Background: an optimization exercise with open tools, aiming at small area and a short achievable clock period. Do not read the settings as production practice. Only simulation tests tie the RTL to the original design; equivalence was not proved.

xenon:
==> flow/design.v (excerpt) <==
module sparc_alu_reg (
    input             clk,
    input      [31:0] valA_in,
    input      [31:0] valB_in,
    input      [1:0]  op_in,
    input      [2:0]  op2_in,
    input      [21:0] imm22_in,
    input      [5:0]  op3_in,
    input             i_in,
    input      [12:0] simm13_in,
    input      [31:0] pc_in,
    input             a_in,
    input      [3:0]  cond_in,
    input      [29:0] disp30_in,
    input      [3:0]  icc_in,
    input      [31:0] y_in,
    output reg [63:0] res_out,
    output reg [31:0] target_out,
    output reg        mux_sel_out,
    output reg [3:0]  icc_out,
    output reg [31:0] y_out,
    output reg        a_out,
    output reg        trap_out
);
export LEC_CHECK = 0
export ABC_AREA = 1
export CAP_MARGIN = 60
export CORE_MARGIN = 2
export CORE_UTILIZATION = 55
export SLEW_MARGIN = 60
create_clock -name core_clock -period 400.0 [get_ports {clk}]
standard.sh (not shown) runs the stock make flow with config.mk's settings and CLKGATE_MAP_FILE= SYNTH_SCRIPT=/design/flow/synth_recipe.tcl, a recipe that flattens the netlist after the stock synthesis.
==> flow/flow/run.sh <==
#!/bin/bash
# Own flow: the standard layout (standard.sh: the standard synthesis and every ORFS step
# unchanged), except that the port buffers that ORFS's buffer_ports inserts during placement
# are the library's smallest buffer, sky130_fd_sc_hd__buf_1 (ORFS's BUFFER_PORTS_ARGS), instead
# of the cell the resizer picks by default. Every input and output port still gets a buffer.
set -euo pipefail
bash standard.sh "BUFFER_PORTS_ARGS=-buffer_cell sky130_fd_sc_hd__buf_1" finish > layout.log 2>&1
Every stage of the flow completed for xenon, and the final layout passed the timing, design-rule and antenna checks.
## Diff of input files: onyx against xenon
Settings: putting PLACE_DENSITY at 0.72 where nothing was set; putting CTS_BUF_LIST at sky130_fd_sc_hd__clkbuf_4 where nothing was set.
==> results.txt <==
Changes observed in onyx relative to xenon: number of top-level design ports roughly the same, wire length after detailed routing lower, overall routing resource usage lower.
Compared with xenon, onyx shows final cell count without fillers higher by 61.
> inputs changed (onyx -> amber)
Settings: swapping sky130_fd_sc_hd__clkbuf_4 for sky130_fd_sc_hd__clkbuf_8 in CTS_BUF_LIST.
### Flow results
amber reached the final stage; the timing, design-rule and antenna checks on its layout passed.
From amber to onyx, xor and xnor area share after synthesis did not move at all.
Re multi-input combinational cell count: no difference whatsoever between onyx and amber.
Diff amber..onyx | standard cell area after detailed placement | unchanged
Against onyx, clock buffer instance count of the final layout in amber fell by more than a quarter.
Total routed wirelength essentially unchanged between onyx and amber.
Final cell count essentially unchanged between onyx and amber.
Going from onyx to amber, footprint of the multi-input gates neither gained nor lost much, total number of vias held, average detailed-routed wire length per instance has remained practically unchanged, final critical-path share of the clock period was more or less identical.
Changes in raven relative to amber:
Settings: a deleted CTS_BUF_LIST that had been sky130_fd_sc_hd__clkbuf_8; a change of PLACE_DENSITY from 0.72 to 0.85.
==> comparison <==
Comparing amber against raven, there is no change at all in die area. On relative area change from synthesis to final layout, raven and amber are basically level.
#### Input delta (indigo over raven)
Settings: swapping 0.85 for 0.72 in PLACE_DENSITY.
In the tables for indigo and raven, clock-buffer cell count reads lower with raven.
Compared with raven, in indigo sequential share of cell area now sits at about the same level, global-route total usage across every layer now sits higher, filler cell count now sits higher.


sparc_alu_reg, a different RTL version from the one above (not shown whole).
Size: roughly 17000 cells after synthesis, ~350 flip-flops, roughly 350 I/O pins, ~110000 µm² of cells after synthesis.
Design sparc_alu_reg, start of the top module:
module sparc_alu_reg (
    input             clk,
    input      [31:0] valA_in,
    input      [31:0] valB_in,
    input      [1:0]  op_in,
    input      [2:0]  op2_in,
    input      [21:0] imm22_in,
    input      [5:0]  op3_in,
    input             i_in,
    input      [12:0] simm13_in,
    input      [31:0] pc_in,
    input             a_in,
    input      [3:0]  cond_in,
    input      [29:0] disp30_in,
    input      [3:0]  icc_in,
    input      [31:0] y_in,
    output reg [63:0] res_out,
    output reg [31:0] target_out,
    output reg        mux_sel_out,
    output reg [3:0]  icc_out,
    output reg [31:0] y_out,
    output reg        a_out,
    output reg        trap_out
);
make LEC_CHECK=0 ABC_AREA=1 CAP_MARGIN=60 CORE_MARGIN=2 CORE_UTILIZATION=60 SLEW_MARGIN=60 finish   # period 400.0 ns
run.sh (not shown) runs the stock make flow with config.mk's settings and CLKGATE_MAP_FILE= SYNTH_SCRIPT=/design/flow/synth_recipe.tcl, a recipe that flattens the netlist after the stock synthesis.
Stock flow here: none of the scripts above is used.
Change:
Settings changed: CAP_MARGIN 60 to 50, SLEW_MARGIN 60 to 50.
The changed run finished clean.
Worst setup slack gets worse by 11 ps.
Final cell count barely changes.
Via count hardly moves.
Sequential share of layout area barely changes.
Worst hold slack hardly moves.
Global-route usage rose by 0.11 points.
Design area fell by 0.62%.
Change:
==> flow/flow/run.sh (new file) <==
#!/bin/bash
# Own flow: the standard layout (standard.sh: the standard synthesis and every ORFS step
# unchanged), except that the port buffers that ORFS's buffer_ports inserts during placement
# are the library's smallest buffer, sky130_fd_sc_hd__buf_1 (ORFS's BUFFER_PORTS_ARGS), instead
# of the cell the resizer picks by default. Every input and output port still gets a buffer.
set -euo pipefail
bash standard.sh "BUFFER_PORTS_ARGS=-buffer_cell sky130_fd_sc_hd__buf_1" finish > layout.log 2>&1
==> flow/standard.sh (new file) <==
#!/bin/bash
# synth_recipe.tcl (not shown) runs the flow's synth.tcl, then flattens the netlist and writes it again
# the make line also repeats each setting of config.mk as NAME=value (left out here)
make -C /OpenROAD-flow-scripts/flow DESIGN_CONFIG=/design/flow/config.mk WORK_HOME=/design/flow/orfs CLKGATE_MAP_FILE= SYNTH_SCRIPT=/design/flow/synth_recipe.tcl "${@:-finish}"
removed: flow/run.sh
After rerunning: Utilization went down by 1.2 points. Cell count barely changes. Final area came out lower by 1.9%. Setup slack gains 220 ps. Non-clock buffer count went up by 2. Via count falls by 1.0%. Area after synthesis does not change. Worst hold slack got worse by 11 ps. Flip-flop and latch count stays the same. Maximum frequency barely changes. Register-to-register slack gets worse by 370 ps.
Change:
==> flow/run.sh (new file) <==
#!/bin/bash
# synth_recipe.tcl (not shown) runs the flow's synth.tcl, then flattens the netlist and writes it again
# the make line also repeats each setting of config.mk as NAME=value (left out here)
make -C /OpenROAD-flow-scripts/flow DESIGN_CONFIG=/design/flow/config.mk WORK_HOME=/design/flow/orfs CLKGATE_MAP_FILE= SYNTH_SCRIPT=/design/flow/synth_recipe.tcl finish
Settings changed: CAP_MARGIN 50 to 70, CORE_UTILIZATION 60 to 55, SLEW_MARGIN 50 to 70.
removed: flow/flow/run.sh
removed: flow/standard.sh
Clock-buffer cell count came out higher by 4.
Worst setup slack got worse by 340 ps.
Final area came out higher by 4.5%.
Wire length came out higher by 4.1%.

static timing again, ports no longer ideal:
How much do the figures lean on ideal ports? The routed layouts below were timed once more, with nothing changed but the port constraints.
Step 1: set_driving_cell puts a clkbuf_16 on clk and a buf_2 on each other input, an assumption about the parent block.
Step 2, shift: input delay + t, output delay - t, t = (earliest + latest rising clock arrival at the registers) / 2. This alone moves slack from input paths to output paths.
a / b / c = ideal / step 1 / step 2; a / b = the first two.
| run | t (ns) | setup slack, ns | worst hold slack (ns) | worst setup path at the end | cell pins on the clock port's net |
|---|---|---|---|---|---|
| xenon | 0.639 | 318.884 / 318.821 / 319.459 | 0.443 / 0.443 / 0.443 | register to output | 1 |
| onyx | 0.885 | 318.627 / 318.563 / 319.448 | 0.436 / 0.436 / 0.436 | register to output | 1 |
| amber | 0.690 | 318.776 / 318.710 / 319.400 | 0.456 / 0.456 / 0.456 | register to output | 1 |
| raven | 0.639 | 318.808 / 318.758 / 319.097 | 0.509 / 0.509 / 0.509 | register to register | 1 |
| indigo | 0.603 | 318.914 / 318.853 / 319.456 | 0.451 / 0.451 / 0.451 | register to output | 1 |
| the first run of note 2 | 0.724 | 318.448 / 318.365 / 319.088 | 0.433 / 0.433 / 0.433 | register to output | 1 |
| the second run of note 2 | 0.736 | 318.437 / 318.345 / 319.026 | 0.434 / 0.434 / 0.434 | register to register | 1 |
| the third run of note 2 | 0.726 | 318.657 / 318.657 / 318.657 | 0.423 / 0.423 / 0.423 | register to register | 1 |
| the fourth run of note 2 | 0.745 | 318.314 / 318.223 / 318.968 | 0.444 / 0.444 / 0.444 | register to output | 1 |
After both steps setup and hold are still met in every run listed.
